This design comes from an exercise in tuning for small area, a short achievable clock period and few clock cycles on the open sky130 flow, not from production work.
RTL that was checked went through simulation tests only; none was proved equivalent to the original.
Only the layout flow was run in run 1; the RTL was not checked for function there.
Power is estimated from default activity; no workload was simulated.

==> flow/design.v <==
typedef enum logic[6:0] {
  OP      = 7'b0110011,
  OPIMM   = 7'b0010011,
  LOAD    = 7'b0000011,
  STORE   = 7'b0100011,
  BRANCH  = 7'b1100011,
  JAL     = 7'b1101111,
  JALR    = 7'b1100111,
  LUI     = 7'b0110111,
  AUIPC   = 7'b0010111
} opcode_t;
typedef enum logic[2:0] {
  BYTE  = 3'h0,
  HALF  = 3'h1,
  WORD  = 3'h2,
  BYTEU = 3'h4,
  HALFU = 3'h5,
  ADDRESS =  3'h6
} load_t;
typedef enum logic[1:0] {
  PCSEL_PC = 2'h0,
  PCSEL_PLUS4 = 2'h1,
  PCSEL_ALU = 2'h2
} pcsel_t;
typedef enum logic {
  IRSEL_IR = 1'b0,
  IRSEL_MEM = 1'b1
} irsel_t;
typedef enum logic[1:0] {
  REGSEL_ALU = 2'h0,
  REGSEL_MEM = 2'h1,
  REGSEL_PLUS4 = 2'h2
} regsel_t;
typedef enum logic {
  ALUSEL0_REG = 1'b0,
  ALUSEL0_PC = 1'b1
} alusel0_t;
typedef enum logic {
  ALUSEL1_REG = 1'b0,
  ALUSEL1_IR = 1'b1
} alusel1_t;
typedef enum logic {
  ADDRSEL_PC = 1'b0,
  ADDRSEL_ALU = 1'b1
} addrsel_t;
typedef struct packed {
  logic[6:0] funct7;
  logic[4:0] rs2;
  logic[4:0] rs1;
  logic[2:0] funct3;
  logic[4:0] rd;
  opcode_t  opcode;
} ir_R_t;
typedef struct packed {
  logic[11:0] imm;
  logic[4:0] rs1;
  logic[2:0] funct3;
  logic[4:0] rd;
  opcode_t  opcode;
} ir_I_t;
typedef struct packed {
  logic[6:0] imm1;
  logic[4:0] rs2;
  logic[4:0] rs1;
  logic[2:0] funct3;
  logic[4:0] imm0;
  opcode_t  opcode;
} ir_S_t;
typedef struct packed {
  logic[19:0] imm;
  logic[4:0] rd;
  opcode_t opcode;
} ir_U_t;
typedef enum logic[9:0] {
  ADD   = {3'h0, 7'h00},
  SUB   = {3'h0, 7'h20},
  XOR   = {3'h4, 7'h00},
  OR    = {3'h6, 7'h00},
  AND   = {3'h7, 7'h00},
  SLL   = {3'h1, 7'h00},
  SRL   = {3'h5, 7'h00},
  SRA   = {3'h5, 7'h20},
  SLT   = {3'h2, 7'h00},
  SLTU  = {3'h3, 7'h00}
} operation_t;
typedef enum logic {
  RS1 = 1'b0,
  RSD = 1'b1
} rs1sel_t;
typedef enum logic {
  TMPSEL_BYTE = 1'b0,
  TMPSEL_HALF = 1'b1
} tmpsel_t;
typedef enum logic[1:0] {
  DATAOUTSEL_TMP = 2'h0,
  DATAOUTSEL_REG = 2'h1
} dataoutsel_t;
typedef enum logic[2:0] {
  BEQ = 3'h0,
  BNE = 3'h1,
  BLT = 3'h4,
  BGE = 3'h5,
  BLTU = 3'h6,
  BGEU = 3'h7
} branch_t;
typedef enum logic[1:0] {
  FETCH = 2'h0,  
  PART1 = 2'h1,  
  PART2 = 2'h2,  
  HALT  = 2'h3   
} state_t;
`default_nettype none
module Cpu(
  input  logic        clock,
  input  logic        resetn,
  input  logic [31:0] rdata,
  output logic [31:0] wdata,
  output logic        read, write,
  output logic [31:0] address,
  output logic        halted
);
  logic s_f, s_e, s_m, s_r, s_w, s_h;
  logic [31:0] addr_q;    
  logic [31:0] pc;        
  logic [31:0] ir;
  logic [31:0] wd_q;      
  logic [4:0]  ld_rd;     
  logic        ld_byte, ld_word, ld_uns;
  logic        st_half;
  logic [31:1][31:0] rf;
  logic [31:1] rs1_oh, rs2_oh;    
  logic [6:0] opc;
  logic [2:0] f3;
  logic [6:0] f7;
  assign opc = ir[6:0];
  assign f3  = ir[14:12];
  assign f7  = ir[31:25];
  logic is_lui, is_auipc, is_jal, is_jalr, is_br, is_ld, is_st, is_opi, is_op;
  assign is_lui   = opc == 7'b0110111;
  assign is_auipc = opc == 7'b0010111;
  assign is_jal   = opc == 7'b1101111;
  assign is_jalr  = opc == 7'b1100111 && f3 == 3'd0;
  assign is_br    = opc == 7'b1100011 && f3[2:1] != 2'b01;
  assign is_ld    = opc == 7'b0000011 && (f3 == 3'd0 || f3 == 3'd1 || f3 == 3'd2 ||
                                          f3 == 3'd4 || f3 == 3'd5);
  assign is_st    = opc == 7'b0100011 && (f3 == 3'd0 || f3 == 3'd1 || f3 == 3'd2);
  assign is_opi   = opc == 7'b0010011 &&
                    (f3 == 3'd1 ? f7 == 7'h00 :
                     f3 == 3'd5 ? (f7 == 7'h00 || f7 == 7'h20) : 1'b1);
  assign is_op    = opc == 7'b0110011 &&
                    (f7 == 7'h00 || (f7 == 7'h20 && (f3 == 3'd0 || f3 == 3'd5)));
  logic legal;
  assign legal = is_lui | is_auipc | is_jal | is_jalr | is_br | is_ld | is_st |
                 is_opi | is_op;
  logic [31:0] rs1v, rs2v;
  always_comb begin
    rs1v = '0;
    rs2v = '0;
    for (int k = 1; k < 32; k++) begin
      rs1v = rs1v | ({32{rs1_oh[k]}} & rf[k]);
      rs2v = rs2v | ({32{rs2_oh[k]}} & rf[k]);
    end
  end
  logic        use_rs2;    
  logic        st_fmt;     
  logic [31:0] opb;
  assign use_rs2 = ir[5] & ~ir[2] & (ir[4] | ir[6]);
  assign st_fmt  = ~ir[6] & ir[5] & ~ir[4];
  assign opb = use_rs2 ? rs2v
                       : {{20{ir[31]}}, ir[31:25], st_fmt ? ir[11:7] : ir[24:20]};
  logic do_sub;
  assign do_sub = (ir[6:4] == 3'b110 & ~ir[2]) |
                  (ir[4] & f3[2:1] == 2'b01) |
                  (ir[4] & ir[5] & f3 == 3'd0 & ir[30]);
  logic [32:0] sum;
  assign sum = {1'b0, rs1v} + {1'b0, opb ^ {32{do_sub}}} + {32'd0, do_sub};
  logic eq, lt, ltu;
  assign eq  = rs1v == rs2v;
  assign lt  = (rs1v[31] ^ opb[31]) ? rs1v[31] : sum[31];
  assign ltu = ~sum[32];
  logic        sh_left;
  logic [31:0] sh_in, sh_rev, sh_out, sh_res;
  logic [32:0] sh_ext;
  assign sh_left = ~f3[2];
  always_comb
    for (int k = 0; k < 32; k++) sh_rev[k] = rs1v[31 - k];
  assign sh_in  = sh_left ? sh_rev : rs1v;
  assign sh_ext = $signed({ir[30] & rs1v[31] & ~sh_left, sh_in}) >>> opb[4:0];
  assign sh_out = sh_ext[31:0];
  always_comb
    for (int k = 0; k < 32; k++) sh_res[k] = sh_left ? sh_out[31 - k] : sh_out[k];
  logic [31:0] alu_res;
  always_comb
    case (f3)
      3'd0:    alu_res = sum[31:0];
      3'd1:    alu_res = sh_res;
      3'd2:    alu_res = {31'd0, lt};
      3'd3:    alu_res = {31'd0, ltu};
      3'd4:    alu_res = rs1v ^ opb;
      3'd5:    alu_res = sh_res;
      3'd6:    alu_res = rs1v | opb;
      default: alu_res = rs1v & opb;
    endcase
  logic cond;
  assign cond = (f3[2] ? (f3[1] ? ltu : lt) : eq) ^ f3[0];
  logic [31:0] tgt_imm, tgt_base, tgt;
  always_comb begin
    if (s_m | s_w)
      tgt_imm = 32'd4;
    else if (ir[2] & ir[4])    
      tgt_imm = {ir[31:12], 12'd0};
    else if (ir[3])            
      tgt_imm = {{12{ir[31]}}, ir[19:12], ir[20], ir[30:21], 1'b0};
    else                       
      tgt_imm = {{20{ir[31]}}, ir[7], ir[30:25], ir[11:8], 1'b0};
  end
  assign tgt_base = (is_lui & ~(s_m | s_w)) ? 32'd0 : pc;
  assign tgt = tgt_base + tgt_imm;
  logic [31:0] inc;
  assign inc = addr_q + 32'd4;
  logic taken_pc;    
  logic taken_alu;   
  logic mem_op;      
  logic is_sw;
  assign taken_pc  = is_jal | (is_br & cond);
  assign taken_alu = is_jalr;
  assign mem_op    = is_ld | is_st;
  assign is_sw     = is_st & f3[1];
  logic [31:0] res_e;
  always_comb begin
    if (ir[2] & ir[4])                      
      res_e = tgt;
    else if (ir[2])                         
      res_e = addr_q;
    else
      res_e = alu_res;
  end
  logic [31:0] ld_ext;
  logic        ld_sign;
  assign ld_sign = ~ld_uns & (ld_byte ? rdata[7] : rdata[15]);
  assign ld_ext = {ld_word ? rdata[31:16] : {16{ld_sign}},
                   ld_byte ? {8{ld_sign}} : rdata[15:8],
                   rdata[7:0]};
  logic        rf_we;
  logic [4:0]  rf_wa;
  logic [31:0] rf_wd;
  assign rf_we = s_m | (s_e & (is_op | is_opi | is_lui | is_auipc | is_jal | is_jalr));
  assign rf_wa = s_m ? ld_rd : ir[11:7];
  assign rf_wd = s_m ? ld_ext : res_e;
  always_ff @(posedge clock)
    for (int k = 1; k < 32; k++)
      if (rf_we && rf_wa == 5'(k)) rf[k] <= rf_wd;
  always_ff @(posedge clock, negedge resetn) begin
    if (~resetn) begin
      {s_f, s_e, s_m, s_r, s_w, s_h} <= 6'b100000;
      addr_q <= 32'd0;
    end else begin
      {s_f, s_e, s_m, s_r, s_w, s_h} <= 6'b000000;
      if (s_f) begin
        s_e    <= 1'b1;
        addr_q <= inc;
      end
      if (s_e) begin
        if (~legal)
          s_h <= 1'b1;
        else if (taken_pc) begin
          s_f    <= 1'b1;
          addr_q <= tgt;
        end else if (taken_alu) begin
          s_f    <= 1'b1;
          addr_q <= {sum[31:1], 1'b0};
        end else if (mem_op) begin
          s_m    <= is_ld;
          s_w    <= is_sw;
          s_r    <= is_st & ~f3[1];
          addr_q <= sum[31:0];
        end else begin
          s_e    <= 1'b1;
          addr_q <= inc;
        end
      end
      if (s_m | s_w) begin
        s_e    <= 1'b1;
        addr_q <= tgt;
      end
      if (s_r) s_w <= 1'b1;
      if (s_h) s_h <= 1'b1;
    end
  end
  always_ff @(posedge clock) begin
    if (s_f | s_e) begin
      ir <= rdata;
      pc <= addr_q;
      for (int k = 1; k < 32; k++) begin
        rs1_oh[k] <= rdata[19:15] == 5'(k);
        rs2_oh[k] <= rdata[24:20] == 5'(k);
      end
    end
    if (s_e) begin
      ld_rd   <= ir[11:7];
      ld_byte <= f3[1:0] == 2'd0;
      ld_word <= f3[1];
      ld_uns  <= f3[2];
      st_half <= f3[0];
    end
    if (s_r)
      wd_q <= {rdata[31:16], st_half ? wd_q[15:8] : rdata[15:8], wd_q[7:0]};
    else
      wd_q <= rs2v;
  end
  assign address = addr_q;
  assign read    = ~s_w;
  assign write   = s_w;
  assign wdata   = wd_q;
  assign halted  = s_h;
endmodule
==> flow/flow/run.sh <==
#!/bin/bash
set -uo pipefail
MARGIN=${MARGIN:-9}
bash standard.sh SETUP_SLACK_MARGIN=$MARGIN finish > flow_make.log 2>&1
==> flow/standard.sh <==
#!/bin/bash
# synth_recipe.tcl (not shown) runs the flow's synth.tcl, then flattens the netlist and writes it again
# the make line also repeats each setting of config.mk as NAME=value (left out here)
make -C /OpenROAD-flow-scripts/flow DESIGN_CONFIG=/design/flow/config.mk WORK_HOME=/design/flow/orfs CLKGATE_MAP_FILE= SYNTH_SCRIPT=/design/flow/synth_recipe.tcl "${@:-finish}"
==> flow/config.mk <==
export PLATFORM = sky130hd
export DESIGN_NAME = Cpu
export DESIGN_NICKNAME = Cpu
export VERILOG_FILES = /design/flow/design.v
export SDC_FILE = /design/flow/constraint.sdc
export NUM_CORES = 4
export LEC_CHECK = 0
export CAP_MARGIN = 20
export CORE_MARGIN = 2
export CORE_UTILIZATION = 50
export SLEW_MARGIN = 20
==> flow/constraint.sdc <==
create_clock -name core_clock -period 14.0 [get_ports {clock}]
set_input_delay 2.8000 -clock core_clock [delete_from_list [all_inputs] [get_ports {clock}]]
set_output_delay 2.8000 -clock core_clock [all_outputs]
set_load 0.01 [all_outputs]
==> results of run 1 <==
-- layout make-up --
| cell class | instances | share of cell area |
|---|---|---|
| Tap cell | 1600 | 0.0269 |
| Multi-Input combinational cell | 3224 | 0.342 |
| Clock buffer | 145 | 0.0421 |
| Antenna cell | 26 | 0.000875 |
| Sequential cell | 1197 | 0.479 |
| Clock inverter | 87 | 0.0125 |
| Inverter | 104 | 0.00534 |
| Timing Repair Buffer | 594 | 0.0914 |
-- synthesized netlist by cell type, drive strengths merged (32+ instances only) --
library cell / n / area, um2
nor2: 240 / 901
o211ai: 32 / 240
mux2i: 73 / 731
nand3: 168 / 841
a211oi: 32 / 245
a221oi: 86 / 753
a222oi: 67 / 671
nand4: 148 / 926
clkbuf: 284 / 1070
edfxtp: 1143 / 34300
ha: 126 / 1580
a21oi: 231 / 1160
a22oi: 801 / 6010
inv: 100 / 375
xor2: 110 / 963
or4: 59 / 447
dfrtp: 37 / 926
nand2: 282 / 1060
and2: 47 / 297
a22o: 69 / 604
nor3: 48 / 250
o21ai: 104 / 524
buf: 91 / 422
o21a: 32 / 240
xnor2: 66 / 578
mux2: 44 / 495
-- worst max-delay path by stage --
| stage | end | slack [ps] | depth (start not counted) |
|---|---|---|---|
| global placement | rf[31] | 6780 | 17 |
| CTS | addr_q[2] | 8530 | 24 |
| finish | addr_q[12] | 8370 | 24 |
| floorplan | rf[122] | 9000 | 22 |
| detailed placement | addr_q[29] | 6800 | 21 |
| global route | addr_q[12] | 8290 | 24 |
-- critical path, delay by kind of cell, from the launching register on --
family,cells,cell delay [ps]
AO/OA/AOI/OAI,11,2310
buffers and inverters,8,1520
flip-flops,1,380
adder cells (fa/ha/maj),1,400
AND/OR/NAND/NOR,4,820
-- kinds of logic (layout without fill, tap and decap cells) --
| family | Yosys count | count (layout) | synth area share |
|---|---|---|---|
| compound gates | 1671 | 1680 | 0.205 |
| xor+xnor | 176 | 176 | 0.0258 |
| fa+ha+maj | 128 | 128 | 0.0270 |
| buf+inv | 479 | 930 | 0.0314 |
| flops | 1197 | 1197 | 0.595 |
| mux | 124 | 124 | 0.0231 |
| other cells | 0 | 26 | 0 |
| simple gates | 1116 | 1116 | 0.0929 |
-- flip-flops by register name, summed over array words and instances, names as in the netlist, 5 cells and up --
name / flops
addr_q: 32
ir: 32
ld_rd: 5
pc: 32
rf: 992
rs1_oh: 31
rs2_oh: 31
wd_q: 32
-- layer usage --
layer,vias to the layer above,share of wire,GRT usage
li1,20600,-,-
met1,26900,0.31,0.592
met2,6694,0.39,0.707
met3,2234,0.18,0.264
met4,22,0.12,0.412
met5,-,0.0028,0.0322
-- placed cells by master, fill, tap and decap left out, types with 42 or more instances in the layout --
cell type        count
a21oi_1            196
a221oi_1            65
a222oi_1            67
a22o_1              69
a22oi_1            784
and2_1              42
buf_12              79
buf_4              298
buf_6               66
clkbuf_16          145
clkdlybuf4s50_1     99
edfxtp_1          1143
ha_1               101
inv_1               94
mux2_2              44
mux2i_1             68
nand2_1            259
nand3_1            165
nand4_1            148
nor2_1             191
o21ai_0             78
xnor2_1             55
xor2_1              87
-- what timing repair did --
action | 4_1_cts | 5_1_grt
gates resized for setup | 374 | 323
endpoints found under the setup margin | 1026 | 1044
buffers inserted | 127 | 116
gates cloned | 24 | 30
pin swaps | 102 | 124
-- power breakdown --
part	internal (mW)	switching, mW
logic	0.0116	0.0262
clock network	1.86	1.49
registers	3.86	0
-- metrics by stage --
stage	cell area, um2	power (mW)	hold slack, ps	instances
after detailed placement	63500	3.98	457	6422
after CTS	70900	7.24	473	6805
after global placement	63400	3.98	444	6420
after floorplan	60300	3.95	490	4891
after global routing	74300	7.37	499	6957
final	74300	7.25	475	6977
==> results by group, run 1 <==
Final layout
  – Fill count: 9055
  – Fin util: 0.628
  – Share of cells above drive strength 1: 0.217
  – Final nets: 5404
  – Storage element area: 0.0356 mm2
  – Area grow syn2layout: 24.3%
  – Area of the multi-input gates: 0.0254 mm2

Critical path
  – CP max FO: 17
  – R2r startpoint: rs1_oh[20]
  – CP required: 14590 ps
  – CP cell instances: buf_6 -> buf_8 -> a222oi_1 -> nand3_1 -> or4_1 -> buf_4 -> ha_1 -> a21o_1 -> o21bai_1 -> a21oi_2 -> o31ai_4 -> buf_4 -> nand2_1 -> a211oi_2 -> nor2_2 -> a311oi_2 -> buf_4 -> o21a_4 -> o31ai_4 -> buf_6 -> buf_4 -> buf_6 -> o31ai_1 -> a22oi_1
  – Crit end category: flop
  – R2R Path End: addr_q[12]
  – Kind of critical path: flop to flop
  – R2R depth: 24
  – Worst path most repeated cell: buf_4
  – Slowest stage delay, CP: 550 ps
  – Worst setup SP type: flop
  – CP Launch Point: rs1_oh[20]
  – Flop2flop setup slack: 8370 ps
  – Slowest CP cell: or4_1
  – WP data arrival: 6220 ps

Floorplan
  – CORE AREA: 0.118 mm2
  – # rows: 126
  – Die outline height: 350 um
  – Top Ports: 101
  – Die Area: 0.122 mm2
  – Die X: 350 um
  – Starting Density: 0.505

Timing
  – Layout Skew: 70.0 ps
  – Worst Tran Pin Value: 1190 ps
  – TNS Setup: 0 ps
  – Unrepaired setup endpoints after global routing: true
  – Worst rel slew slack: 0.207
  – Tmin final: 5630 ps
  – Final hold viol count: 0
  – Fin crit share: 0.402
  – Setup WS post-layout: 8370 ps
  – # setup viols final: 0
  – Max-slew violation count: 0
  – Max Clk Rate: 178 MHz

Power
  – Pwr/cell area: 97.6 mW/mm2
  – Max IR drop VDD: 0.140 mV
  – Cell leakage power: 25.4 nW

Clocking
  – Clock Tree Buf Depth: 3
  – Worst-Skew Late Latency: 800 ps
  – CTS Hold Bufs: 0
  – CTS tree: yes
  – H-tree levels: 3
  – Num CTS Buffers: 121
  – Clock root buffer: clkbuf_16
  – Clock slew at reported path FFs: 60 ps
  – Clock Sinks: 1197

Global routing
  – GRT overflow: 0
  – Initial antenna violation count: 16
  – First-pass GRT wire length: 425 mm
  – GRT Resource Usage Total: 0.513
  – Vias in the first global route: 50500
  – Largest net degree at the start of global routing: 71

Route
  – Routed WL per cell: 47.2 um
  – # DRC: 0
  – ANT nets after route: 0
  – Via density per instance: 8.08
  – Via count: 56400
  – Initial DRC Count: 14200
  – First-pass iteration count of the detailed router: 17
  – Total Wirelength: 329 mm

Logic synthesis
  – Post-synth EDFFs: 1143
  – Cell area after synthesis: 0.0598 mm2
  – Post-synthesis cell type count: 92
  – Register area share after synthesis: 0.595
  – Ys async rst share: 0.0317
  – Post-Syn Instances: 4891
  – Ys flop type: edfxtp_1
  – Syn_area_per_cell: 12.2 um2
  – Synth Register Bits: 1197
  – YS warnings: 1
  – Syn Nets: 5053

Worst hold path
  – Hold Path End: s_h
  – Hold depth: 1
  – HP Class: flop to flop
  – Hold path start: s_h

Placement
  – RD Place Congestion: 1.03
  – DP HPWL: 176 mm
  – IO Port Bufs: 100
  – DP Worst Slack: 6800 ps

Flow run
  – Max-Cap Viols: 0

Outcome
  – Status: timing/DRC/antenna clean
==> run 2, diff against run 1 <==
--- a/flow/design.v
+++ b/flow/design.v
@@ -128,7 +128,6 @@
   logic        ld_byte, ld_word, ld_uns;
   logic        st_half;
   logic [31:1][31:0] rf;
-  logic [31:1] rs1_oh, rs2_oh;    
   logic [6:0] opc;
   logic [2:0] f3;
   logic [6:0] f7;
@@ -157,8 +156,8 @@
     rs1v = '0;
     rs2v = '0;
     for (int k = 1; k < 32; k++) begin
-      rs1v = rs1v | ({32{rs1_oh[k]}} & rf[k]);
-      rs2v = rs2v | ({32{rs2_oh[k]}} & rf[k]);
+      rs1v = rs1v | ({32{ir[19:15] == 5'(k)}} & rf[k]);
+      rs2v = rs2v | ({32{ir[24:20] == 5'(k)}} & rf[k]);
     end
   end
   logic        use_rs2;    
@@ -291,10 +290,6 @@
     if (s_f | s_e) begin
       ir <= rdata;
       pc <= addr_q;
-      for (int k = 1; k < 32; k++) begin
-        rs1_oh[k] <= rdata[19:15] == 5'(k);
-        rs2_oh[k] <= rdata[24:20] == 5'(k);
-      end
     end
     if (s_e) begin
       ld_rd   <= ir[11:7];
==> flow/run.sh (new file) <==
#!/bin/bash
# synth_recipe.tcl (not shown) runs the flow's synth.tcl, then flattens the netlist and writes it again
# the make line also repeats each setting of config.mk as NAME=value (left out here)
make -C /OpenROAD-flow-scripts/flow DESIGN_CONFIG=/design/flow/config.mk WORK_HOME=/design/flow/orfs CLKGATE_MAP_FILE= SYNTH_SCRIPT=/design/flow/synth_recipe.tcl finish
--- a/flow/config.mk
+++ b/flow/config.mk
@@ -7,5 +7,6 @@
 export LEC_CHECK = 0
 export CAP_MARGIN = 20
 export CORE_MARGIN = 2
-export CORE_UTILIZATION = 50
+export CORE_UTILIZATION = 30
+export SETUP_SLACK_MARGIN = 0.3
 export SLEW_MARGIN = 20
removed: flow/flow/run.sh
removed: flow/standard.sh
==> run 2 against run 1 <==
Worst hold slack improved by 95 ps. Count of clock-buffer cells in the layout shrank 11. Synthesized cell count grew 6.3%. Design area is 6.6% lower. Synthesized area is 1.1% higher. Non-clock buffer count down 269. Sequential cell count is 62 lower. Global-route usage shrank 20 points. Setup slack worse by 4100 ps. Cell count is 15% higher. Largest power group unchanged.
==> results by group, run 2 <==
Logic synthesis
  – Share of the synthesized area in the top cell type: 0.537 (-0.0368)
  – Synth Register Bits: 1135 (-5.2%)
  – Post-synthesis cell type count: 99 (+7.6%)
  – Register area share after synthesis: 0.558 (-0.0370)
  – Most common cell in the synthesized netlist: edfxtp_1
  – Top cells by area, synth: edfxtp_1 54%, a22oi_1 6.4%, and3_1 5.3%
  – YS warnings: 1 (unchanged)
  – Post-Syn Instances: 5197 (+6.3%)
  – Syn Nets: 5359 (+6.1%)
  – Cell area after synthesis: 0.0604 mm2 (+1.1%)
  – Commonest cells in the netlist: 1081 x edfxtp_1, 515 x a22oi_1, 514 x and3_1
  – Post-synth EDFFs: 1081 (-5.4%)
  – Largest area contributor in the netlist: edfxtp_1
  – Ys flop type: edfxtp_1
  – Ys async rst share: 0.0335 (+0.00173)
  – Syn_area_per_cell: 11.6 um2 (-4.9%)

Timing
  – Max Clk Rate: 103 MHz (-42%)
  – Worst Tran Pin Value: 1230 ps (+37.9 ps)
  – Unrepaired setup endpoints after global routing: false
  – Worst rel slew slack: 0.182 (-0.0253)
  – TNS Setup: 0 ps (unchanged)
  – Fin crit share: 0.692 (+0.290)
  – Max-slew violation count: 0 (unchanged)
  – Final hold viol count: 0 (unchanged)
  – # setup viols final: 0 (unchanged)
  – Tmin final: 9690 ps (+4060 ps)
  – Setup WS post-layout: 4310 ps (-4060 ps)
  – Layout Skew: 125 ps (+55.2 ps)

Final layout
  – Max reg flops: 992 (unchanged)
  – Commonest non-fill, non-tap cell in the layout: edfxtp_1
  – Final nets: 5381 (-0.43%)
  – Biggest register: rf
  – Area grow syn2layout: 14.8%
  – Share of cells above drive strength 1: 0.123 (-0.0940)
  – Commonest non-fill, non-tap cells in the layout: 1081 x edfxtp_1, 515 x a22oi_1, 513 x and3_1

Global routing
  – Largest net degree at the start of global routing: 65 (-8.5%)
  – GRT Resource Usage Total: 0.313 (-0.200)
  – First-pass GRT wire length: 443 mm (+4.0%)
  – Vias in the first global route: 51200 (+1.3%)
  – Initial antenna violation count: 30 (+14)
  – GRT overflow: 0 (unchanged)

Critical path
  – Kind of critical path: flop to flop
  – CP required: 14610 ps (+20 ps)
  – WP data arrival: 10300 ps (+4080 ps)
  – Worst setup SP type: flop
  – CP max FO: 37 (+20)
  – Crit end category: flop

Floorplan
  – CORE AREA: 0.200 mm2 (+69%)
  – # rows: 164 (+30%)
  – Die X: 453 um (+29%)
  – Top Ports: 101 (unchanged)
  – Starting Density: 0.302 (-0.203)
  – Die Area: 0.205 mm2 (+68%)
  – Die outline height: 453 um (+29%)

Power
  – Cell leakage power: 24.9 nW (-2.0%)
  – Max IR drop VDD: 0.118 mV (-16%)
  – Pwr/cell area: 98.0 mW/mm2 (+0.42%)

Route
  – First-pass iteration count of the detailed router: 13 (-4)
  – Routed WL per cell: 41.8 um (-12%)
  – ANT nets after route: 0 (unchanged)
  – # DRC: 0 (unchanged)
  – Total Wirelength: 335 mm (+1.6%)
  – Via count: 56600 (+0.42%)
  – Via density per instance: 7.07 (-13%)
  – Initial DRC Count: 13700 (-3.3%)

Clocking
  – Cts repair resizes: 0 (-100%)
  – CTS tree: yes
  – Clock slew at reported path FFs: 70 ps (about the same)
  – Clock root buffer: clkbuf_16
  – CTS Hold Bufs: 0 (unchanged)
  – Clock Tree Buf Depth: 3 (unchanged)
  – Post-CTS setup buffer count: 0 (-100%)
  – H-tree levels: 3 (unchanged)
  – Worst-Skew Late Latency: 840 ps (+40 ps)
  – Num CTS Buffers: 111 (-8.3%)
  – Clock Sinks: 1135 (-5.2%)

Outcome
  – Status: timing/DRC/antenna clean

Flow run
  – Max-Cap Viols: 0 (unchanged)

Placement
  – DP Worst Slack: 4920 ps (-1880 ps)
  – RD Place Congestion: 0.990 (-3.5%)
  – IO Port Bufs: 100 (unchanged)
  – DP HPWL: 200 mm (+13%)

Worst hold path
  – HP Class: flop to flop
run 2: cell types whose count changed after synthesis, moves of 24 or more:
cell and delta:
and3_1 +490, a22oi_1 -286, a2111oi_0 +136, edfxtp_1 -62, a222oi_1 -48, buf_2 +42, a22o_1 -34, o21ai_0 +32
nand4_1 -28, nand3_1 +27, mux4_2 +24
run 2: layout make-up:
type | count | area, um2
Timing Repair Buffer | 325 | 2710
Inverter | 111 | 417
Fill cell | 19600 | 131000
Antenna cell | 46 | 115
Tap cell | 2656 | 3320
Sequential cell | 1135 | 33700
Clock buffer | 134 | 2910
Clock inverter | 71 | 772
Multi-Input combinational cell | 3535 | 25400
run 2: stage by stage:
step | utilization | instance area, um2 | total power, mW | hold slack (ps) | instances
floorplan | - | 60400 | 3.73 | 424 | 5197
global placement | 0.328 | 65600 | 3.76 | 543 | 7761
detailed placement | 0.328 | 65600 | 3.76 | 557 | 7761
CTS | 0.346 | 69300 | 6.80 | 570 | 7966
global route | 0.346 | 69300 | 6.92 | 605 | 7971
finish | 0.347 | 69400 | 6.80 | 571 | 8013
run 2: cells by family (layout without fill, tap and decap cells):
kind of cell,Yosys count,after routing,synth area share
AO/OA/AOI/OAI,1417,1417,0.171
XOR/XNOR,176,176,0.0255
adder cells (fa/ha/maj),128,128,0.0267
buffers and inverters,527,641,0.0369
flip-flops,1135,1135,0.558
multiplexers,144,144,0.0310
other,0,46,0
AND/OR/NAND/NOR,1670,1670,0.151
run 2: final timing paths:
| kind | depth (start not counted) | end | slack [ps] | start |
|---|---|---|---|---|
| worst max-delay path | 27 | addr_q[28] | 4310 | ir[23] |
| worst min-delay path | 2 | addr_q[0] | 570 | pc[0] |
| worst max register to register | 27 | addr_q[28] | 4310 | ir[23] |
| worst min register to register | 2 | addr_q[0] | 570 | pc[0] |
| max in group asynchronous | 1 | addr_q[21] | 11210 | resetn |
| min in group asynchronous | 1 | addr_q[14] | 2180 | resetn |
run 2: report_power, final:
group | switching [mW] | leakage [nW] | internal (mW)
Clock | 1.42 | 1.76 | 1.69
Sequential | 0 | 10.3 | 3.66
Combinational | 0.0147 | 12.8 | 0.00857
Total | 1.44 | 24.9 | 5.36
run 2: layer usage:
layer,up-vias,share of wire,global-route usage,wire length [um]
met3,1952,0.17,0.146,56800
li1,20800,-,-,-
met1,27400,0.34,0.379,114000
met2,6461,0.39,0.432,132000
met5,-,0.0012,0.00956,389
met4,22,0.093,0.223,31100
run 2: critical path, cell delays in order, from the launching register on:
cell      delay, ps
edfxtp_1        320
buf_4           460
nand2b_1        550
nor2_2          780
buf_4           580
a22oi_1         130
nand3_1         110
or4_1           290
o21a_1          530
inv_2           510
xnor2_1         360
inv_1            90
fa_1            440
nor2b_1         160
o31a_1          220
o211ai_1        370
a311oi_1        540
o21ai_0         180
a31oi_1         290
o31a_1          190
nor3_1           60
nand3_1         140
a31oi_1         180
o31ai_4         270
buf_4           300
a21o_1          750
inv_2           270
o22a_1          280
Testbench counts of run 2, summed over its fixed seeds: cycles 77,732.
==> run 3, diff against run 2 <==
--- a/flow/design.v
+++ b/flow/design.v
@@ -128,6 +128,11 @@
   logic        ld_byte, ld_word, ld_uns;
   logic        st_half;
   logic [31:1][31:0] rf;
+  logic [31:1] rs1_oh, rs2_oh;    
+  logic        fwd1, fwd2;        
+  logic [31:0] wb_q;
+  logic [4:0]  wb_rd;
+  logic        wb_en;
   logic [6:0] opc;
   logic [2:0] f3;
   logic [6:0] f7;
@@ -153,11 +158,11 @@
                  is_opi | is_op;
   logic [31:0] rs1v, rs2v;
   always_comb begin
-    rs1v = '0;
-    rs2v = '0;
+    rs1v = {32{fwd1}} & wb_q;
+    rs2v = {32{fwd2}} & wb_q;
     for (int k = 1; k < 32; k++) begin
-      rs1v = rs1v | ({32{ir[19:15] == 5'(k)}} & rf[k]);
-      rs2v = rs2v | ({32{ir[24:20] == 5'(k)}} & rf[k]);
+      rs1v = rs1v | ({32{rs1_oh[k]}} & rf[k]);
+      rs2v = rs2v | ({32{rs2_oh[k]}} & rf[k]);
     end
   end
   logic        use_rs2;    
@@ -168,8 +173,7 @@
   assign opb = use_rs2 ? rs2v
                        : {{20{ir[31]}}, ir[31:25], st_fmt ? ir[11:7] : ir[24:20]};
   logic do_sub;
-  assign do_sub = (ir[6:4] == 3'b110 & ~ir[2]) |
-                  (ir[4] & f3[2:1] == 2'b01) |
+  assign do_sub = (ir[4] & f3[2:1] == 2'b01) |
                   (ir[4] & ir[5] & f3 == 3'd0 & ir[30]);
   logic [32:0] sum;
   assign sum = {1'b0, rs1v} + {1'b0, opb ^ {32{do_sub}}} + {32'd0, do_sub};
@@ -200,8 +204,10 @@
       3'd6:    alu_res = rs1v | opb;
       default: alu_res = rs1v & opb;
     endcase
-  logic cond;
-  assign cond = (f3[2] ? (f3[1] ? ltu : lt) : eq) ^ f3[0];
+  logic bltu, blt, cond;
+  assign bltu = rs1v < rs2v;
+  assign blt  = (rs1v[31] ^ rs2v[31]) ? rs1v[31] : bltu;
+  assign cond = (f3[2] ? (f3[1] ? bltu : blt) : eq) ^ f3[0];
   logic [31:0] tgt_imm, tgt_base, tgt;
   always_comb begin
     if (s_m | s_w)
@@ -217,12 +223,8 @@
   assign tgt = tgt_base + tgt_imm;
   logic [31:0] inc;
   assign inc = addr_q + 32'd4;
-  logic taken_pc;    
-  logic taken_alu;   
   logic mem_op;      
   logic is_sw;
-  assign taken_pc  = is_jal | (is_br & cond);
-  assign taken_alu = is_jalr;
   assign mem_op    = is_ld | is_st;
   assign is_sw     = is_st & f3[1];
   logic [31:0] res_e;
@@ -240,56 +242,60 @@
   assign ld_ext = {ld_word ? rdata[31:16] : {16{ld_sign}},
                    ld_byte ? {8{ld_sign}} : rdata[15:8],
                    rdata[7:0]};
-  logic        rf_we;
-  logic [4:0]  rf_wa;
-  logic [31:0] rf_wd;
-  assign rf_we = s_m | (s_e & (is_op | is_opi | is_lui | is_auipc | is_jal | is_jalr));
-  assign rf_wa = s_m ? ld_rd : ir[11:7];
-  assign rf_wd = s_m ? ld_ext : res_e;
-  always_ff @(posedge clock)
+  logic writes_e;    
+  assign writes_e = is_op | is_opi | is_lui | is_auipc | is_jal | is_jalr;
+  always_ff @(posedge clock) begin
+    wb_en <= s_m | (s_e & writes_e);
+    wb_rd <= s_m ? ld_rd : ir[11:7];
+    wb_q  <= s_m ? ld_ext : res_e;
     for (int k = 1; k < 32; k++)
-      if (rf_we && rf_wa == 5'(k)) rf[k] <= rf_wd;
+      if (wb_en && wb_rd == 5'(k)) rf[k] <= wb_q;
+  end
+  logic fwd_src;
+  assign fwd_src = s_e & (writes_e | is_ld) & (ir[11:7] != 5'd0);
+  logic        br_taken;    
+  logic        use_sum;     
+  logic        use_tgt;     
+  logic [31:0] addr_pre, addr_d;
+  assign br_taken = s_e & is_br & cond;
+  assign use_sum  = s_e & (mem_op | is_jalr);
+  assign use_tgt  = (s_e & is_jal) | s_m | s_w;
+  always_comb begin
+    if (use_tgt)
+      addr_pre = tgt;
+    else if (s_r)
+      addr_pre = addr_q;
+    else
+      addr_pre = inc;
+    if (use_sum)
+      addr_pre = {sum[31:1], sum[0] & ~is_jalr};
+    addr_d = br_taken ? tgt : addr_pre;
+  end
   always_ff @(posedge clock, negedge resetn) begin
     if (~resetn) begin
       {s_f, s_e, s_m, s_r, s_w, s_h} <= 6'b100000;
       addr_q <= 32'd0;
     end else begin
-      {s_f, s_e, s_m, s_r, s_w, s_h} <= 6'b000000;
-      if (s_f) begin
-        s_e    <= 1'b1;
-        addr_q <= inc;
-      end
-      if (s_e) begin
-        if (~legal)
-          s_h <= 1'b1;
-        else if (taken_pc) begin
-          s_f    <= 1'b1;
-          addr_q <= tgt;
-        end else if (taken_alu) begin
-          s_f    <= 1'b1;
-          addr_q <= {sum[31:1], 1'b0};
-        end else if (mem_op) begin
-          s_m    <= is_ld;
-          s_w    <= is_sw;
-          s_r    <= is_st & ~f3[1];
-          addr_q <= sum[31:0];
-        end else begin
-          s_e    <= 1'b1;
-          addr_q <= inc;
-        end
-      end
-      if (s_m | s_w) begin
-        s_e    <= 1'b1;
-        addr_q <= tgt;
-      end
-      if (s_r) s_w <= 1'b1;
-      if (s_h) s_h <= 1'b1;
+      addr_q <= addr_d;
+      s_f <= (s_e & legal & (is_jal | is_jalr)) | br_taken;
+      s_e <= s_f | s_m | s_w |
+             (s_e & legal & ~(is_jal | is_jalr | mem_op) & ~br_taken);
+      s_m <= s_e & is_ld;
+      s_r <= s_e & is_st & ~f3[1];
+      s_w <= s_r | (s_e & is_sw);
+      s_h <= s_h | (s_e & ~legal);
     end
   end
   always_ff @(posedge clock) begin
     if (s_f | s_e) begin
       ir <= rdata;
       pc <= addr_q;
+      fwd1 <= fwd_src & (rdata[19:15] == ir[11:7]);
+      fwd2 <= fwd_src & (rdata[24:20] == ir[11:7]);
+      for (int k = 1; k < 32; k++) begin
+        rs1_oh[k] <= rdata[19:15] == 5'(k) && !(fwd_src && rdata[19:15] == ir[11:7]);
+        rs2_oh[k] <= rdata[24:20] == 5'(k) && !(fwd_src && rdata[24:20] == ir[11:7]);
+      end
     end
     if (s_e) begin
       ld_rd   <= ir[11:7];
==> flow/flow/run.sh (new file) <==
#!/bin/bash
set -uo pipefail
MARGIN=${MARGIN:-9.5}
bash standard.sh SETUP_SLACK_MARGIN=$MARGIN finish > flow_make.log 2>&1
==> flow/standard.sh (new file) <==
#!/bin/bash
# synth_recipe.tcl (not shown) runs the flow's synth.tcl, then flattens the netlist and writes it again
# the make line also repeats each setting of config.mk as NAME=value (left out here)
make -C /OpenROAD-flow-scripts/flow DESIGN_CONFIG=/design/flow/config.mk WORK_HOME=/design/flow/orfs CLKGATE_MAP_FILE= SYNTH_SCRIPT=/design/flow/synth_recipe.tcl "${@:-finish}"
--- a/flow/config.mk
+++ b/flow/config.mk
@@ -7,6 +7,5 @@
 export LEC_CHECK = 0
 export CAP_MARGIN = 20
 export CORE_MARGIN = 2
-export CORE_UTILIZATION = 30
-export SETUP_SLACK_MARGIN = 0.3
+export CORE_UTILIZATION = 50
 export SLEW_MARGIN = 20
removed: flow/run.sh
==> run 3 against run 2 <==
Still clean. Sequential share of layout area down 1.0 points. Synthesized area up 2.0%. Non-clock buffer count up 319. Total power up 13%. Critical path depth down 9. Via count up 4.1%. Global-route usage up 22 points. Critical endpoint is now wb_q[13]. Worst hold slack worse by 88 ps. Setup slack better by 4200 ps.
==> results by group, run 3 <==
Timing
  – # setup viols final: 0 (unchanged)
  – Unrepaired setup endpoints after global routing: true
  – Tmin final: 5520 ps (-4170 ps)
  – Layout Skew: 61.0 ps (-64.2 ps)
  – Max-slew violation count: 0 (unchanged)
  – Worst rel slew slack: 0.196 (+0.0141)
  – Max Clk Rate: 181 MHz (+75%)
  – Worst Tran Pin Value: 1190 ps (-33.7 ps)
  – Final hold viol count: 0 (unchanged)
  – TNS Setup: 0 ps (unchanged)
  – WHS: 482 ps (-88.5 ps)
  – Fin crit share: 0.394 (-0.298)

Route
  – Via count: 59000 (+4.1%)
  – Initial DRC Count: 16000 (+16%)
  – Routed WL per cell: 48.3 um (+16%)
  – # DRC: 0 (unchanged)
  – First-pass iteration count of the detailed router: 15 (+2)
  – Total Wirelength: 347 mm (+3.5%)
  – ANT nets after route: 0 (unchanged)
  – Via density per instance: 8.22 (+16%)

Power
  – Pwr/cell area: 100 mW/mm2 (+2.5%)
  – Max IR drop VDD: 0.145 mV (+23%)
  – Cell leakage power: 26.6 nW (+7.0%)

Final layout
  – Commonest non-fill, non-tap cells in the layout: 1145 x edfxtp_1, 886 x a22oi_1, 339 x buf_4
  – Biggest register: rf
  – Max reg flops: 992 (unchanged)
  – Post-route insts no fill: 7175 (-10%)
  – Storage element area: 0.0365 mm2 (+8.1%)
  – Fill count: 9413 (-52%)
  – Commonest non-fill, non-tap cell in the layout: edfxtp_1
  – Area of the multi-input gates: 0.0260 mm2 (+2.3%)
  – Area grow syn2layout: 24.3%
  – Final nets: 5609 (+4.2%)
  – Share of cells above drive strength 1: 0.245 (+0.122)

Floorplan
  – Die Area: 0.126 mm2 (-38%)
  – CORE AREA: 0.122 mm2 (-39%)
  – Die outline height: 355 um (-22%)
  – # rows: 128 (-22%)
  – Top Ports: 101 (unchanged)
  – Starting Density: 0.505 (+0.203)
  – Die X: 355 um (-22%)

Logic synthesis
  – Register area share after synthesis: 0.591 (+0.0324)
  – Cell area after synthesis: 0.0617 mm2 (+2.0%)
  – Share of the synthesized area in the top cell type: 0.558 (+0.0205)
  – Largest area contributor in the netlist: edfxtp_1
  – Commonest cells in the netlist: 1145 x edfxtp_1, 922 x a22oi_1, 277 x nor2_1
  – Post-synthesis cell type count: 98 (-1.0%)
  – Top cells by area, synth: edfxtp_1 56%, a22oi_1 11%, ha_1 3.2%
  – Post-Syn Instances: 4973 (-4.3%)
  – Most common cell in the synthesized netlist: edfxtp_1
  – Post-synth EDFFs: 1145 (+5.9%)
  – Syn_area_per_cell: 12.4 um2 (+6.6%)
  – Synth Register Bits: 1237 (+9.0%)
  – YS warnings: 1 (unchanged)
  – Ys async rst share: 0.0307 (-0.00276)
  – Ys flop type: edfxtp_1
  – Syn Nets: 5167 (-3.6%)

Critical path
  – Kind of critical path: flop to flop
  – Worst path most repeated cell: buf_6
  – Slowest CP cell: o211ai_1
  – CP required: 14620 ps (about the same)
  – Crit end category: flop
  – WP data arrival: 6140 ps (-4160 ps)
  – R2R Path End: wb_q[13]
  – CP top delay family: compound AO/OA/AOI/OAI gates
  – CP Buf/Inv Count: 5 (-1)
  – CP cell instances: buf_6 -> a22oi_1 -> nand4_1 -> nor4_2 -> buf_4 -> inv_1 -> ha_1 -> nand4_1 -> nor2_2 -> nand3_2 -> a21oi_4 -> buf_6 -> nor2_4 -> o21ai_2 -> buf_6 -> xor2_4 -> a21oi_2 -> o211ai_1
  – Flop2flop setup slack: 8480 ps (+4170 ps)
  – CP max FO: 32 (-14%)
  – Worst setup SP type: flop
  – R2R depth: 18 (-33%)
  – Slowest stage delay, CP: 900 ps (+120 ps)
  – R2r startpoint: rs1_oh[3]

Placement
  – RD Place Congestion: 1.08 (+9.2%)
  – Cell count after placement: 6557 (-16%)
  – DP HPWL: 187 mm (-6.1%)
  – IO Port Bufs: 100 (unchanged)

Clocking
  – Clock root buffer: clkbuf_16
  – CTS tree: yes
  – H-tree levels: 4 (+1)
  – Num CTS Buffers: 132 (+19%)
  – Clock Sinks: 1237 (+9.0%)
  – CTS Hold Bufs: 0 (unchanged)
  – Worst-Skew Late Latency: 860 ps (+20 ps)
  – Clock slew at reported path FFs: 70 ps (about the same)
  – Clock Tree Buf Depth: 3 (unchanged)

Global routing
  – First-pass GRT wire length: 457 mm (+3.3%)
  – GRT overflow: 0 (unchanged)
  – GRT Resource Usage Total: 0.535 (+0.223)
  – Initial antenna violation count: 25 (-17%)
  – Largest net degree at the start of global routing: 66 (+1.5%)
  – Vias in the first global route: 54100 (+5.7%)

Worst hold path
  – HP Class: flop to flop
  – Hold path start: ld_rd[3]
  – Hold Path End: wb_rd[3]
  – Hold depth: 1 (-1)

Outcome
  – Status: timing/DRC/antenna clean

Flow run
  – Max-Cap Viols: 0 (unchanged)
run 3: what timing repair did:
item                                    in CTS  in global routing
buffers inserted                           252                 60
resized for setup                          798                171
cloned                                      32                  3
endpoints found under the setup margin     150                 97
pin swaps                                  165                107
run 3: power breakdown:
group          switching, mW  leakage (nW)  internal [mW]  total, mW
combinational         0.0328          13.0         0.0126     0.0454
sequential                 0          11.4           3.98       3.98
clock                   1.57          2.18           2.11       3.68
run 3: layout make-up:
class	count	share of cell area
diodes	27	0.000881
clock buffers	171	0.0474
clock inverters	71	0.0105
inverters	133	0.00762
multi-input cells	3264	0.339
flip-flops and latches	1237	0.476
well taps	1625	0.0265
repair buffers	644	0.0915
repair inverters	3	0.000343
run 3: per-layer routing:
layer,GRT usage,wire length (um)
met1,0.592,106000
met2,0.729,137000
met3,0.302,62200
met4,0.473,41200
met5,0.0249,506
run 3: worst max-delay path by stage:
stage,startpoint,end,slack [ps],cells after the start
6_report,rs1_oh[3],wb_q[13],8480,18
3_5_place_dp,rs1_oh[7],addr_q[11],7070,17
3_3_place_gp,rs1_oh[7],addr_q[20],6360,17
5_1_grt,rs2_oh[5],wb_q[0],8630,20
4_1_cts,rs2_oh[23],wb_q[0],8980,22
2_1_floorplan,ir[4],wb_q[0],9420,24
run 3: worst reg2reg max path: stages (launching register included):
cell and delay (ps):
edfxtp_1 400, buf_6 340, a22oi_1 380, nand4_1 190, nor4_2 480, buf_4 280
inv_1 280, ha_1 500, nand4_1 180, nor2_2 170, nand3_2 140, a21oi_4 300
buf_6 150, nor2_4 40, o21ai_2 170, buf_6 140, xor2_4 200, a21oi_2 80
o211ai_1 900
run 3: stage by stage:
step	total power [mW]	utilization	cell area (um2)	worst slack, ps
2_1_floorplan	4.07	-	61700	9420
5_1_grt	7.83	0.628	76600	8630
6_report	7.70	0.628	76700	8480
3_3_place_gp	4.10	0.532	65000	6360
3_5_place_dp	4.10	0.533	65000	7070
4_1_cts	7.67	0.616	75200	8980
run 3: kinds of logic after synthesis:
family          after synthesis  share of synthesized area
compound gates             1761                      0.206
xor+xnor                    118                     0.0168
fa+ha+maj                   160                     0.0327
buf+inv                     474                     0.0326
flops                      1237                      0.591
mux                         146                     0.0311
simple gates               1077                     0.0907
Testbench counts of run 3, summed over its fixed seeds: cycles 77,732.
==> run 4, diff against run 3 <==
--- a/flow/design.v
+++ b/flow/design.v
@@ -128,11 +128,15 @@
   logic        ld_byte, ld_word, ld_uns;
   logic        st_half;
   logic [31:1][31:0] rf;
-  logic [31:1] rs1_oh, rs2_oh;    
-  logic        fwd1, fwd2;        
-  logic [31:0] wb_q;
+  logic [31:0] op1_q, op2_q;      
+  logic        fwd1_q, fwd2_q;    
+  logic        fwx1_q, fwx2_q;    
+  logic [31:0] res2_q;
+  logic [31:0] wb_q;              
   logic [4:0]  wb_rd;
   logic        wb_en;
+  logic        d_use_rs2, d_sub;    
+  logic [4:0]  imm_lo;              
   logic [6:0] opc;
   logic [2:0] f3;
   logic [6:0] f7;
@@ -156,25 +160,22 @@
   logic legal;
   assign legal = is_lui | is_auipc | is_jal | is_jalr | is_br | is_ld | is_st |
                  is_opi | is_op;
-  logic [31:0] rs1v, rs2v;
+  logic [31:0] rd1, rd2;
   always_comb begin
-    rs1v = {32{fwd1}} & wb_q;
-    rs2v = {32{fwd2}} & wb_q;
+    rd1 = '0;
+    rd2 = '0;
     for (int k = 1; k < 32; k++) begin
-      rs1v = rs1v | ({32{rs1_oh[k]}} & rf[k]);
-      rs2v = rs2v | ({32{rs2_oh[k]}} & rf[k]);
+      rd1 = rd1 | ({32{rdata[19:15] == 5'(k)}} & rf[k]);
+      rd2 = rd2 | ({32{rdata[24:20] == 5'(k)}} & rf[k]);
     end
   end
-  logic        use_rs2;    
-  logic        st_fmt;     
+  logic [31:0] rs1v, rs2v;
+  assign rs1v = fwd1_q ? wb_q : fwx1_q ? res2_q : op1_q;
+  assign rs2v = fwd2_q ? wb_q : fwx2_q ? res2_q : op2_q;
   logic [31:0] opb;
-  assign use_rs2 = ir[5] & ~ir[2] & (ir[4] | ir[6]);
-  assign st_fmt  = ~ir[6] & ir[5] & ~ir[4];
-  assign opb = use_rs2 ? rs2v
-                       : {{20{ir[31]}}, ir[31:25], st_fmt ? ir[11:7] : ir[24:20]};
+  assign opb = d_use_rs2 ? rs2v : {{20{ir[31]}}, ir[31:25], imm_lo};
   logic do_sub;
-  assign do_sub = (ir[4] & f3[2:1] == 2'b01) |
-                  (ir[4] & ir[5] & f3 == 3'd0 & ir[30]);
+  assign do_sub = d_sub;
   logic [32:0] sum;
   assign sum = {1'b0, rs1v} + {1'b0, opb ^ {32{do_sub}}} + {32'd0, do_sub};
   logic eq, lt, ltu;
@@ -242,17 +243,48 @@
   assign ld_ext = {ld_word ? rdata[31:16] : {16{ld_sign}},
                    ld_byte ? {8{ld_sign}} : rdata[15:8],
                    rdata[7:0]};
-  logic writes_e;    
-  assign writes_e = is_op | is_opi | is_lui | is_auipc | is_jal | is_jalr;
+  logic        rf_we;
+  logic [4:0]  rf_wa;
+  logic [31:0] rf_wd;
+  assign rf_we = s_m | (s_e & (is_op | is_opi | is_lui | is_auipc | is_jal | is_jalr));
+  assign rf_wa = s_m ? ld_rd : ir[11:7];
+  assign rf_wd = s_m ? ld_ext : res_e;
+  always_ff @(posedge clock, negedge resetn)
+    if (~resetn)
+      wb_en <= 1'b0;
+    else
+      wb_en <= rf_we & (rf_wa != 5'd0);
   always_ff @(posedge clock) begin
-    wb_en <= s_m | (s_e & writes_e);
-    wb_rd <= s_m ? ld_rd : ir[11:7];
-    wb_q  <= s_m ? ld_ext : res_e;
+    wb_q  <= rf_wd;
+    wb_rd <= rf_wa;
     for (int k = 1; k < 32; k++)
       if (wb_en && wb_rd == 5'(k)) rf[k] <= wb_q;
   end
-  logic fwd_src;
-  assign fwd_src = s_e & (writes_e | is_ld) & (ir[11:7] != 5'd0);
+  logic fwd_e1, fwd_e2, fwd_m1, fwd_m2;
+  assign fwd_e1 = s_e & rf_we & (ir[11:7] != 5'd0) & (rdata[19:15] == ir[11:7]);
+  assign fwd_e2 = s_e & rf_we & (ir[11:7] != 5'd0) & (rdata[24:20] == ir[11:7]);
+  assign fwd_m1 = (ld_rd != 5'd0) & (ir[19:15] == ld_rd);
+  assign fwd_m2 = (ld_rd != 5'd0) & (ir[24:20] == ld_rd);
+  always_ff @(posedge clock) begin
+    if (s_f | s_e) begin
+      op1_q <= rd1;
+      op2_q <= rd2;
+      d_use_rs2 <= rdata[5] & ~rdata[2] & (rdata[4] | rdata[6]);
+      imm_lo    <= (~rdata[6] & rdata[5] & ~rdata[4]) ? rdata[11:7] : rdata[24:20];
+      res2_q    <= wb_q;
+      fwx1_q    <= wb_en & (rdata[19:15] == wb_rd);
+      fwx2_q    <= wb_en & (rdata[24:20] == wb_rd);
+      d_sub     <= (rdata[4] & rdata[14:13] == 2'b01) |
+                   (rdata[4] & rdata[5] & rdata[14:12] == 3'd0 & rdata[30]);
+    end
+    if (s_f | s_e) begin
+      fwd1_q <= fwd_e1;
+      fwd2_q <= fwd_e2;
+    end else if (s_m) begin
+      fwd1_q <= fwd_m1;
+      fwd2_q <= fwd_m2;
+    end
+  end
   logic        br_taken;    
   logic        use_sum;     
   logic        use_tgt;     
@@ -290,12 +322,6 @@
     if (s_f | s_e) begin
       ir <= rdata;
       pc <= addr_q;
-      fwd1 <= fwd_src & (rdata[19:15] == ir[11:7]);
-      fwd2 <= fwd_src & (rdata[24:20] == ir[11:7]);
-      for (int k = 1; k < 32; k++) begin
-        rs1_oh[k] <= rdata[19:15] == 5'(k) && !(fwd_src && rdata[19:15] == ir[11:7]);
-        rs2_oh[k] <= rdata[24:20] == 5'(k) && !(fwd_src && rdata[24:20] == ir[11:7]);
-      end
     end
     if (s_e) begin
       ld_rd   <= ir[11:7];
==> run 4 against run 3 <==
Still clean on timing, DRC and antenna. Worst hold slack better by 51 ps. First-iteration DRC count is 18% lower. Register-to-register slack better by 940 ps.
==> results by group, run 4 <==
Outcome
  – Status: timing/DRC/antenna clean

Logic synthesis
  – Most common cell in the synthesized netlist: edfxtp_1
  – Register area share after synthesis: 0.591 (about the same)
  – Top cells by area, synth: edfxtp_1 56%, a22oi_1 7.0%, ha_1 3.1%
  – Synth Register Bits: 1280 (+3.5%)
  – Syn_area_per_cell: 12.3 um2 (-0.48%)
  – Post-synthesis cell type count: 88 (-10%)
  – Fraction of the mapped netlist area in adder cells: 0.0316 (-0.00111)
  – Commonest cells in the netlist: 1188 x edfxtp_1, 593 x a22oi_1, 307 x nor2_1
  – Post-Syn Instances: 5172 (+4.0%)
  – Ys flop type: edfxtp_1
  – Mux contribution to synthesized area: 0.0399 (+0.00879)
  – Main combinational cell family by area after synthesis: compound AO/OA/AOI/OAI gates
  – Post-synth EDFFs: 1188 (+3.8%)
  – Share of the synthesized area in the top cell type: 0.559 (+0.00139)
  – Syn Nets: 5366 (+3.9%)
  – Post-synthesis compound-gate area fraction: 0.197 (-0.00832)
  – Synth Area in XOR/XNOR: 0.0195 (+0.00273)
  – YS warnings: 1 (unchanged)
  – Simple-gate share of the synthesized area: 0.0916 (+0.000914)
  – Ys async rst share: 0.0305 (-0.000251)
  – Cell area after synthesis: 0.0638 mm2 (+3.5%)
  – Largest area contributor in the netlist: edfxtp_1

Final layout
  – Commonest non-fill, non-tap cells in the layout: 1188 x edfxtp_1, 591 x a22oi_1, 265 x nand2_1
  – Fin util: 0.598 (-0.0306)
  – Biggest register: rf
  – Max reg flops: 992 (unchanged)
  – Commonest non-fill, non-tap cell in the layout: edfxtp_1
  – Share of cells above drive strength 1: 0.191 (-0.0541)
  – Fill count: 10200 (+7.9%)
  – Final nets: 5584 (-0.45%)
  – Area grow syn2layout: 19.1%
  – Final Instance Area: 0.0760 mm2 (-0.85%)

Global routing
  – First-pass GRT wire length: 443 mm (-3.2%)
  – GRT Resource Usage Total: 0.496 (-0.0390)
  – Vias in the first global route: 52800 (-2.4%)
  – Largest net degree at the start of global routing: 69 (+4.5%)
  – GRT overflow: 0 (unchanged)
  – Initial antenna violation count: 24 (-4.0%)

Clocking
  – H-tree levels: 4 (unchanged)
  – Clock slew at reported path FFs: 60 ps (about the same)
  – Worst-Skew Late Latency: 810 ps (-50 ps)
  – CTS Hold Bufs: 0 (unchanged)
  – CTS tree: yes
  – Clock Sinks: 1280 (+3.5%)
  – Clock Tree Buf Depth: 3 (unchanged)
  – Clock root buffer: clkbuf_16
  – Num CTS Buffers: 138 (+4.5%)

Floorplan
  – Die outline height: 361 um (+1.7%)
  – Starting Density: 0.502 (-0.00352)
  – CORE AREA: 0.127 mm2 (+4.2%)
  – Die Area: 0.131 mm2 (+3.5%)
  – Die X: 361 um (+1.7%)
  – Top Ports: 101 (unchanged)
  – # rows: 131 (+2.3%)

Timing
  – TNS Setup: 0 ps (unchanged)
  – Fin crit share: 0.331 (-0.0634)
  – Tmin final: 4630 ps (-887 ps)
  – Final hold viol count: 0 (unchanged)
  – Layout Skew: 47.2 ps (-13.9 ps)
  – Setup WS post-layout: 9370 ps (+887 ps)
  – Unrepaired setup endpoints after global routing: true
  – Max Clk Rate: 216 MHz (+19%)
  – Worst rel slew slack: 0.131 (-0.0646)
  – # setup viols final: 0 (unchanged)
  – Max-slew violation count: 0 (unchanged)
  – Worst Tran Pin Value: 1290 ps (+97.9 ps)

Critical path
  – Kind of critical path: primary input to flop
  – Flop2flop setup slack: 9420 ps (+940 ps)
  – WP data arrival: 5330 ps (-810 ps)
  – CP required: 14690 ps (+70 ps)
  – CP max FO: 11 (-66%)
  – Worst setup SP type: primary input
  – Crit end category: flop

Route
  – Via density per instance: 7.95 (-3.3%)
  – ANT nets after route: 0 (unchanged)
  – First-pass iteration count of the detailed router: 17 (+2)
  – Total Wirelength: 334 mm (-3.7%)
  – # DRC: 0 (unchanged)
  – Routed WL per cell: 46.4 um (-3.9%)
  – Via count: 57100 (-3.1%)
  – Initial DRC Count: 13100 (-18%)

Power
  – Cell leakage power: 26.0 nW (-2.4%)
  – Power share of the combinational group: 0.034 (+0.028)
  – Sw Pwr: 1.83 mW (+14%)
  – Clock power share: 0.454 (-0.024)
  – Pwr/cell area: 106 mW/mm2 (+5.5%)
  – Sequential Power Share: 0.512 (-0.004)
  – P_int: 6.22 mW (+2.1%)
  – Max IR drop VDD: 0.143 mV (-0.90%)
  – Switch share: 0.227 (+0.0187)

Placement
  – Dpl cell area: 0.0677 mm2 (+4.2%)
  – DP Worst Slack: 7590 ps (+517 ps)
  – RD Place Congestion: 1.05 (-3.1%)
  – IO Port Bufs: 100 (unchanged)
  – DP HPWL: 185 mm (-1.3%)

Flow run
  – Max-Cap Viols: 0 (unchanged)

Worst hold path
  – HP Class: flop to flop
-- run 4: cell types whose count changed after synthesis, sizes merged, moves of 38 or more --
cell and delta:
clkbuf +90, nor2b -38, and2 +45, nand3 +82
nand4 -101, a22o +108, nand2 +73, a222oi +61
a22oi -330, buf -68, edfxtp +43, a221oi +106
-- run 4: final timing paths --
kind | from | end | cells after the start
setup / recovery | rdata[7] | wb_q[16] | 7
hold / removal | addr_q[30] | pc[30] | 1
setup reg to reg | fwx2_q | wb_q[0] | 17
hold reg to reg | addr_q[30] | pc[30] | 1
max in group asynchronous | resetn | s_r | 1
min in group asynchronous | resetn | addr_q[17] | 1
-- run 4: layout make-up --
cell class / instances / area, um2 / share of cell area
diodes: 21 / 52.6 / 0.000691
clock buffers: 184 / 3720 / 0.0489
clock inverters: 68 / 708 / 0.00932
inverters: 108 / 440 / 0.00579
multi-input cells: 3422 / 26700 / 0.351
flip-flops and latches: 1280 / 37800 / 0.497
well taps: 1662 / 2080 / 0.0274
repair buffers: 439 / 4590 / 0.0604
repair inverters: 1 / 8.76 / 0.000115
-- run 4: power by group through the flow --
stage	combinational, mW	sequential (mW)	clock, mW
floorplan	0.120	4.21	0
global placement	0.221	4.21	0
detailed placement	0.221	4.21	0
CTS	0.245	4.13	3.64
global route	0.267	4.12	3.78
finish	0.273	4.13	3.66
-- run 4: cells by family (layout without fill, tap and decap cells) --
group,after synthesis,in the layout
adders and majority gates,160,160
AOI/OAI and AO/OA,1720,1721
other,0,21
xor gates and xnor gates,142,142
buffers and inverters,471,800
muxes,197,197
DFF,1280,1280
and+or+nand+nor,1202,1202
-- run 4: what timing repair did --
item	in CTS	in global routing
setup endpoints to repair	176	117
resized for setup	451	161
pin swaps	46	47
buffers inserted	109	27
gates cloned	13	5
-- run 4: routing by layer --
| layer | GRT usage | vias up | wire (um) | share of wire |
|---|---|---|---|---|
| met3 | 0.191 | 1954 | 50500 | 0.15 |
| met1 | 0.586 | 27700 | 108000 | 0.32 |
| met2 | 0.723 | 6068 | 139000 | 0.42 |
| met5 | 0.0107 | - | 297 | 0.00089 |
| met4 | 0.397 | 16 | 35700 | 0.11 |
| li1 | - | 21400 | - | - |
-- run 4: critical path: stages --
cell           delay, ps
dlygate4sd2_1        690
nand2_1              200
a211o_2              490
nand2_2              350
a21o_1               140
o221ai_1             280
a31oi_2              360
-- run 4: per-stage QoR --
| step | instances | hold WS (ps) | power, mW |
|---|---|---|---|
| after floorplan | 5172 | 421 | 4.33 |
| after global placement | 6755 | 546 | 4.43 |
| after detailed placement | 6756 | 548 | 4.43 |
| after CTS | 7130 | 531 | 8.01 |
| after global routing | 7166 | 562 | 8.17 |
| final | 7185 | 533 | 8.06 |
Testbench counts of run 4, summed over its fixed seeds: cycles 77,732.

-- separate check: timing with driven ports --
The flow's constraints put no driver on any port. The routed layouts listed below were extracted and timed again, unchanged, in two steps. Step 1: set_driving_cell puts a clkbuf_16 on clock and a buf_2 on each other input, an assumption about the parent block. Step 2 adds t to the input delays and takes it off the output delays; t is the mean of the earliest and latest rising clock arrival at the registers after step 1. Input paths then give back, and output paths get back, about the clock's delay inside the block. Slacks: ideal / step 1 / step 2; pairs: ideal / step 1.
| run | t (ns) | setup WS [ns] | worst setup path at the end | worst data-port slew with drivers (ns) | cell pins on the clock port's net |
|---|---|---|---|---|---|
| run 1 | 0.837 | 8.373 / 8.373 / 8.028 | input to register | 0.06 | 1 |
| run 2 | 0.863 | 4.311 / 4.311 / 4.311 | register to register | 0.09 | 1 |
| run 3 | 0.905 | 8.479 / 8.479 / 8.393 | input to register | 0.04 | 1 |
| run 4 | 0.867 | 9.366 / 9.418 / 8.556 | input to register | 0.04 | 1 |
After both steps setup and hold are still met in every run listed. For run 4, which loses most, drivers alone change the setup slack by +0.052 ns; drivers and shift together by -0.810 ns.
